From an optimization exercise on the open Yosys and OpenROAD flow, aimed at small area, a short achievable clock period and few clock cycles; shortcuts taken in it are not production practice.
Function was checked by simulation only, so behaviour that the tests miss may differ from the original.
Power and IR drop assume default switching activity.

File: design/flow/constraint.sdc
create_clock -name core_clock -period 6.0 [get_ports {clk}]
set_input_delay 1.2000 -clock core_clock [delete_from_list [all_inputs] [get_ports {clk}]]
set_output_delay 1.2000 -clock core_clock [all_outputs]
set_load 0.01 [all_outputs]
File: design/flow/run.sh
#!/bin/bash
# synth_recipe.tcl (not shown) runs the flow's synth.tcl, then flattens the netlist and writes it again
# the make line also repeats each setting of config.mk as NAME=value (left out here)
make -C /OpenROAD-flow-scripts/flow DESIGN_CONFIG=/design/flow/config.mk WORK_HOME=/design/flow/orfs CLKGATE_MAP_FILE= SYNTH_SCRIPT=/design/flow/synth_recipe.tcl finish
File: design/flow/design.v
module program_counter (
  input wire clk,
  input wire [7:0] in,
  input wire jump,
  input wire up,
  input wire rst,
  output reg [7:0] PC_next
);
  always @(posedge clk) begin
  if(!rst)
  begin
	if (jump & ~up)
		PC_next <= in;
	else if(up & ~jump)
		PC_next <= PC_next + 1;
	else
		PC_next <= PC_next;
  end
  else
  begin
	PC_next <= 0;
  end
  end
endmodule
module instruction_register (
  input wire [23:0] in,
  input wire clk,
  input wire enable,
  output reg [23:0] instruction
);
  always @(posedge clk) 
  begin
	if (enable)
		instruction <= in;
  end
endmodule
module cpu_registers(
  input wire clk,
  input wire rst,
  input wire [7:0] data_in,
  input wire [3:0] rs,
  input wire [3:0] rt,
  input wire [3:0] rd,
  input wire enable_write,
  input wire output_enable,
  output wire [7:0] reg_a,
  output wire [7:0] reg_b,
  output reg [7:0]data_out
);
  reg [7:0] registers[0:15];
  always @ (posedge clk) begin
  if(!rst)
  begin
    if (enable_write & ~output_enable)
      registers[rd] = data_in;
		else
		begin
		data_out = registers[rd];
		end
  end else
  begin
  		registers[0] = 8'b0;
		registers[1] = 8'b0;
		registers[2] = 8'b0;
		registers[3] = 8'b0;
		registers[4] = 8'b0;
		registers[5] = 8'b0;
		registers[6] = 8'b0;
		registers[7] = 8'b0;
		registers[8] = 8'b0;
		registers[9] = 8'b0;
		registers[10] = 8'b0;
		registers[11] = 8'b0;
		registers[12] = 8'b0;
		registers[13] = 8'b0;
		registers[14] = 8'b0;
		registers[15] = 8'b0;
  end
  end
  assign reg_a = registers[rs];
  assign reg_b = registers[rt];
endmodule
module alu  (
  input wire rst,
  input wire enable_alu,
  input wire clk,
  input wire [3:0] opcode,
  input wire [7:0] in_a,
  input wire [7:0] in_b,
  input wire [7:0] shamp,
  output reg [7:0] alu_out,
  output reg flag_zero,
  output reg flag_carry
);
  localparam [3:0] ALU_ADD = 4'b0000,
						ALU_ADC = 4'b0001,
						ALU_SUB = 4'b0010,
						ALU_ADDI = 4'b0011,
						ALU_SUBI = 4'b0100,
						ALU_AND = 4'b0101,
						ALU_OR = 4'b0110,
						ALU_XOR = 4'b0111,
						ALU_SHIFT_RIGHT = 4'b1000,
						ALU_SHIFT_LEFT = 4'b1001;
  always @(posedge clk) begin
    if (rst) begin
      flag_carry = 1'b0;
    end else if (enable_alu) begin
      case (opcode)
        ALU_ADD: {flag_carry, alu_out} = in_a + in_b;
        ALU_ADC: {flag_carry, alu_out} = in_a + in_b + flag_carry;
        ALU_SUB: {flag_carry, alu_out} = in_a - in_b;
        ALU_ADDI: {flag_carry, alu_out} = in_a + shamp;
        ALU_SUBI: {flag_carry, alu_out} = in_a - shamp;
        ALU_AND: alu_out = in_a & in_b;
        ALU_OR:  alu_out = in_a | in_b;
        ALU_XOR: alu_out = in_a ^ in_b;
		  ALU_SHIFT_RIGHT: alu_out = in_a >> shamp;
		  ALU_SHIFT_LEFT: alu_out = in_a << shamp;
        default:  alu_out = 8'b0;
      endcase
      flag_zero = (alu_out == 0) ? 1 : 0;
    end
  end
endmodule
module control_cpu(
	input clk,rst,
	input [3:0]opcode,
	output reg [3:0]state,
	output reg allow_up
);
localparam [3:0]	IDLE = 4'd0,
						STATE_PC = 4'd1,
						STATE_RAM = 4'd2,
						STATE_IR = 4'd3,
						STATE_BUFFER = 4'd4,
						STATE_REGISTER_IN = 4'd5,
						STATE_ALU = 4'd6,
						STATE_ALU_OUT = 4'd7,
						STATE_REGISTER_OUT = 4'd8,
						STATE_ROM = 4'd9,
						STATE_JUMP = 4'd10;
parameter JUMP = 4'b1111;
always @(posedge clk)
begin
	if(rst)
	begin
		state <= IDLE;
		allow_up <= 0;
	end else
	case(state)
		IDLE:
			begin
				state <= STATE_PC;
			end
		STATE_PC:
			begin
				state <= STATE_RAM;
			end
		STATE_RAM:
			begin
				allow_up <= 0;
				state <= STATE_IR;
			end
		STATE_IR:
		begin
			state <= STATE_BUFFER;
		end
		STATE_BUFFER:
		begin
			if(opcode == JUMP)
			begin
				state <= STATE_JUMP;
			end
			else begin
				state <= STATE_REGISTER_IN;
			end
		end
		STATE_REGISTER_IN:
			begin
				state <= STATE_ALU;
			end
		STATE_ALU:
			begin
				state <= STATE_ALU_OUT;
			end
		STATE_ALU_OUT:
			begin
				allow_up <= 1;
				state <= STATE_REGISTER_OUT;
			end
		STATE_REGISTER_OUT:
		begin
			state <= STATE_ROM;
		end
		STATE_ROM:
		begin
			state <= STATE_PC;
		end
		STATE_JUMP:
		begin
			state <= STATE_RAM;
		end
		default: state <= IDLE;
	endcase
end
endmodule
module cpu(
  input clk,
  input rst,
  output [7:0] imem_addr,
  output imem_en,
  input [23:0] imem_rdata,
  output res_valid,
  output [3:0] res_addr,
  output [7:0] res_data
);
localparam [3:0]	IDLE = 4'd0,
						STATE_PC = 4'd1,
						STATE_RAM = 4'd2,
						STATE_IR = 4'd3,
						STATE_BUFFER = 4'd4,
						STATE_REGISTER_IN = 4'd5,
						STATE_ALU = 4'd6,
						STATE_ALU_OUT = 4'd7,
						STATE_REGISTER_OUT = 4'd8,
						STATE_ROM = 4'd9,
						STATE_JUMP = 4'd10;
wire jump;
wire up;
wire [7:0]shamp;
wire [7:0]PC_next;
program_counter cnt(
	.clk(clk),
	.in(shamp),
	.jump(jump),
	.rst(rst),
	.up(up),
	.PC_next(PC_next)
);
wire er;
wire [23:0]data_out_ram;
assign imem_addr = PC_next;
assign imem_en = er;
assign data_out_ram = imem_rdata;
wire enable;
wire [23:0]regi_out;
instruction_register IR(
	.in(data_out_ram),
	.clk(clk),
	.enable(enable),
	.instruction(regi_out)
);
wire enable_write;
wire output_enable;
wire [7:0]data_in;
wire [7:0]reg_a;
wire [7:0]reg_b;
wire [3:0]opcode;
wire [3:0]rs;
wire [3:0]rt;
wire [3:0]rd;
wire [7:0]data_out;
cpu_registers cpu_r(
	.clk(clk),
	.rst(rst),
	.data_in(data_in),
	.rs(rs),
	.rt(rt),
	.rd(rd),
	.enable_write(enable_write),
	.output_enable(output_enable),
	.reg_a(reg_a),
	.reg_b(reg_b),
	.data_out(data_out)
);
wire eo;
assign res_valid = (state == STATE_ROM)?1:0;
assign res_addr = rd;
assign res_data = data_out;
wire enable_alu;
wire flag_carry;
wire flag_zero;
wire [7:0]alu_out;
alu alu1(
	.rst(rst),
	.enable_alu(enable_alu),
	.clk(clk),
	.opcode(opcode),
	.in_a(reg_a),
	.in_b(reg_b),
	.shamp(shamp),
	.alu_out(alu_out),
	.flag_zero(flag_zero),
	.flag_carry(flag_carry)
);
wire [23:0]instruction;
wire [3:0]state;
wire allow_jump;
wire allow_up;
assign data_in =  alu_out;
assign instruction =  regi_out;
assign opcode = instruction[23:20];
assign rs = instruction[19:16];
assign rt = instruction[15:12];
assign rd = instruction[11:8];
assign shamp =  instruction[7:0];
assign allow_jump = (opcode == 4'b1111)?1:0;
assign jump = (state == STATE_BUFFER & allow_jump)?1:0;
assign up = (state == STATE_PC & allow_up)?1:0;
assign er = (state == STATE_RAM)?1:0; 
assign enable = (state == STATE_IR)?1:0;
assign output_enable = (state == STATE_REGISTER_OUT)?1:0;
assign enable_alu = (state == STATE_ALU)?1:0;
assign enable_write = (state == STATE_ALU_OUT)?1:0;
assign eo = (state == STATE_REGISTER_OUT | state == STATE_ROM)?1:0;
control_cpu control_path(
	.clk(clk),
	.rst(rst),
	.opcode(opcode),
	.state(state),
	.allow_up(allow_up)
);
endmodule
File: design/flow/config.mk
export PLATFORM = sky130hd
export DESIGN_NAME = cpu
export DESIGN_NICKNAME = cpu
export VERILOG_FILES = /design/flow/design.v
export SDC_FILE = /design/flow/constraint.sdc
export NUM_CORES = 4
export LEC_CHECK = 0
export CAP_MARGIN = 20
export CORE_MARGIN = 2
export CORE_UTILIZATION = 40
export SLEW_MARGIN = 20
==> flow_metrics.py <==
metrics = {
    "yosys": {
        "synthCells": 1621,
        "synth_cell_types": 93,
        "ys_warn_count": 6,
        "yosys.area_share.simple": 0.203,
        "synthAdderAreaFrac": 0.0489,
        "syn_area_um2": 13400,
        "synth_compound_area_frac": 0.217,
        "synth_edf_count": 40,
        "async_flop_share": 0,
        "synth_nets": 1697,
        "synth_top_family_by_area": "compound AO/OA/AOI/OAI gates",
        "synth_seq_area_share": 0.301,
        "synth-xor-area-share": 0.0170,
        "synth_flop_cell": "dfxtp_1",
        "muxShareOfSynthArea": 0.152,
        "syn_area_per_cell_um2": 8.28,
        "ys_ff_latch": 182,
    },
    "grt": {
        "use_met1": 0.464,
        "grt_max_degree": 70,
        "grt_pass1_wl_um": 84400,
        "grt_use_total": 0.323,
        "overflow": 0,
        "antenna_found_initial": 2,
        "grt-busiest-layer": "met1",
        "grtUsageMet3": 0.0811,
        "grt_use_met2": 0.457,
        "grt_pass1_vias": 12347,
    },
    "timing": {
        "slew_viol_final": 0,
        "setup-tns-final_ns": 0,
        "min_period_over_period": 0.857,
        "tightest_slew_ns": 1.22,
        "setup_viol": 0,
        "period_needed_ns": 5.14,
        "fmax_mhz": 194,
        "setup_slack_ns": 0.856,
        "final.setup_skew_ns": 0.0175,
        "relSlewSlack": 0.188,
        "rsz0062_at_grt": "false",
        "hold_ws_ns": 0.485,
        "hold_viol": 0,
    },
    "drt": {
        "viasPerCell": 6.50,
        "wire_per_inst_um": 27.6,
        "ant_nets": 0,
        "dr.pass1.iters": 7,
        "vias": 13433,
        "drcViolationCount": 0,
        "routed_wl_um": 57000,
        "drt_iter0_drc": 2442,
    },
    "pwr": {
        "leakagePower_nw": 5.24,
        "sw_frac_of_total": 0.285,
        "intPower_mw": 1.91,
        "powerDensity_nw_per_um2": 181,
        "p_seq_frac": 0.478,
        "power_switching_mw": 0.760,
        "ir_drop_uv": 211,
        "p_clk_frac": 0.428,
        "p_comb_frac": 0.094,
    },
    "critical_path": {
        "worstPathArrival_ns": 5.35,
        "worstPathMaxFanout": 22,
        "critPathCaptureType": "register",
        "required_ns": 6.20,
        "critical_path_class": "register to register",
        "crit_path_start_kind": "register",
    },
    "clock_tree": {
        "clockRootBuffer": "clkbuf_16",
        "hold_buffers": 0,
        "h-tree-depth": 4,
        "cts_tree": "done",
        "cts_setup_buffers": 0,
        "ctsResizeCount": 0,
        "clock_latency_ns": 0.48,
        "clock_sinks": 182,
        "numCtsBuffers": 17,
        "cts_buffer_depth": 2,
        "clkTransAtPathRegs_ns": 0.08,
    },
    "final_layout": {
        "layout_commonest_cell": "nor2_1",
        "antennaDiodeCount": 0,
        "final_cell_mix": "nor2_1 (222), mux2i_1 (156), dfxtp_1 (142)",
        "layout-drive-gt1-share": 0.0896,
        "syn_to_final_growth_pct": 9.98,
        "nets": 1681,
    },
    "min_path": {
        "hold_path_class": "register to register",
    },
    "floorplanning": {
        "row_count": 67,
        "die_h_um": 187,
        "dieArea_um2": 35000,
        "die_w_um": 187,
        "io_pins": 48,
        "coreArea_um2": 33300,
        "start_util": 0.403,
    },
    "job": {
        "maxCapViolCount": 0,
    },
    "place": {
        "place_ws_ns": 1.03,
        "port_buffers": 47,
        "dp_hpwl_um": 40900,
        "gp_congestion": 1.05,
    },
    "status": {
        "status": "finished clean",
    },
}
[layout make-up]
type / count / area, µm²
inverters: 62 / 233
multi-input cells: 1255 / 8580
clock buffers: 18 / 439
clock inverters: 14 / 134
fillers: 3356 / 18500
repair buffers: 87 / 768
well taps: 448 / 561
flip-flops and latches: 182 / 4040
[cell families after synthesis]
group / Yosys count
buffers and inverters: 184
adders and majority gates: 50
AOI/OAI and AO/OA: 426
DFF: 182
xor gates and xnor gates: 26
muxes: 185
and+or+nand+nor: 568
[registers in the layout (all words and copies together), names as in the netlist]
register               flops
cpu_r.registers          128
IR.instruction            24
alu1.alu_out               8
cnt.PC_next                8
cpu_r.data_out             8
control_path.state         4
alu1.flag_carry            1
control_path.allow_up      1
[path summary, 6_finish.rpt]
path                         startpoint                     to  slack, ns  cells after the start
setup / recovery     IR.instruction[17]        alu1.alu_out[6]       0.86                     14
hold / removal    control_path.allow_up  control_path.allow_up       0.48                      2
setup reg to reg     IR.instruction[17]        alu1.alu_out[6]       0.86                     14
hold reg to reg   control_path.allow_up  control_path.allow_up       0.48                      2
[synthesized netlist by cell type, types with 6 or more instances]
cell,n,share of area
mux4_2,12,0.020
nor2_2,9,0.0042
xor2_1,8,0.0052
nor3b_1,17,0.0095
and3_1,21,0.0098
o21bai_1,8,0.0045
dfxtp_1,142,0.21
nor2_1,225,0.063
a21oi_1,118,0.044
a22o_1,8,0.0052
nand4_1,7,0.0033
a22oi_1,26,0.015
buf_6,10,0.0084
o32a_1,7,0.0052
buf_2,11,0.0041
nand3b_1,11,0.0062
a31oi_1,27,0.013
mux2_2,15,0.013
xnor2_1,18,0.012
and2_1,7,0.0033
nor2b_1,26,0.012
o21a_1,15,0.0084
or2_2,7,0.0033
nand2_1,105,0.029
o211ai_1,10,0.0056
o32ai_1,7,0.0046
nand3_1,52,0.019
o22ai_1,20,0.0093
nor3_1,36,0.013
o221ai_1,6,0.0039
buf_4,7,0.0039
mux2i_1,156,0.12
a211oi_1,8,0.0045
ha_1,46,0.043
clkbuf_1,80,0.022
a221oi_1,13,0.0085
o21ai_0,66,0.025
edfxtp_1,40,0.090
a32oi_1,15,0.0098
inv_1,58,0.016
buf_1,13,0.0036
a32o_1,6,0.0045
nand2b_1,20,0.0093
[routing by layer]
layer,routed length (µm),part of all wire
met1,24600,0.43
met2,23500,0.41
met3,6440,0.11
met4,2490,0.044
met5,0,0
[power by group through the flow]
stage,sequential [mW],clock (mW),combinational (mW)
after floorplan,1.29,0,0.164
after global placement,1.30,0,0.242
after detailed placement,1.30,0,0.242
after CTS,1.28,1.16,0.243
after global routing,1.28,1.20,0.268
final,1.28,1.14,0.252
[critical path, stage by stage, from the launching register on]
cell,delay [ns]
edfxtp_1,0.63
buf_4,0.39
nor2b_1,0.69
nand2_1,0.08
nor4b_2,0.20
a21oi_2,0.50
ha_1,0.38
a211o_1,0.34
and2_1,0.19
a311oi_1,0.49
nand3b_1,0.22
xnor2_1,0.14
nor2_1,0.06
a211oi_1,0.43
o21ai_1,0.12
[metrics by stage]
step / total power [mW] / area, µm² / instances / utilization
after floorplan: 1.46 / 13400 / 1621 / -
after global placement: 1.55 / 14200 / 2034 / 0.426
after detailed placement: 1.55 / 14200 / 2034 / 0.426
after CTS: 2.68 / 14700 / 2066 / 0.443
after global routing: 2.75 / 14800 / 2066 / 0.443
final: 2.67 / 14800 / 2066 / 0.443
Testbench counts, summed over its fixed seeds: cycles 120,276.

-- port drivers added, routing unchanged --
The flow's constraints put no driver on any port. The routed layout listed below was extracted and timed again, unchanged, in two steps. Step 1 (the two cells are an assumption about what drives the block):
set clk [get_ports {clk}]
set_driving_cell -lib_cell sky130_fd_sc_hd__clkbuf_16 $clk
set_driving_cell -lib_cell sky130_fd_sc_hd__buf_2 [delete_from_list [all_inputs] $clk]
Step 2 adds t to the input delays and takes it off the output delays; t is the mean of the earliest and latest rising clock arrival at the registers after step 1. Input paths then give back, and output paths get back, about the clock's delay inside the block. Three values: no drivers, after step 1, after step 2; two values: the first two.
shift t [ns]: 0.519
slack for setup (ns): 0.856 / 0.856 / 0.856
hold slack, ns: 0.485 / 0.485 / 0.485
worst register clock-pin slew, ns: 0.08 / 0.08
pins driven straight from the clock port: 1
After both steps setup and hold are still met in this run. The setup slack of this run moves by 0.000 ns with the drivers and by 0.000 ns with both steps.
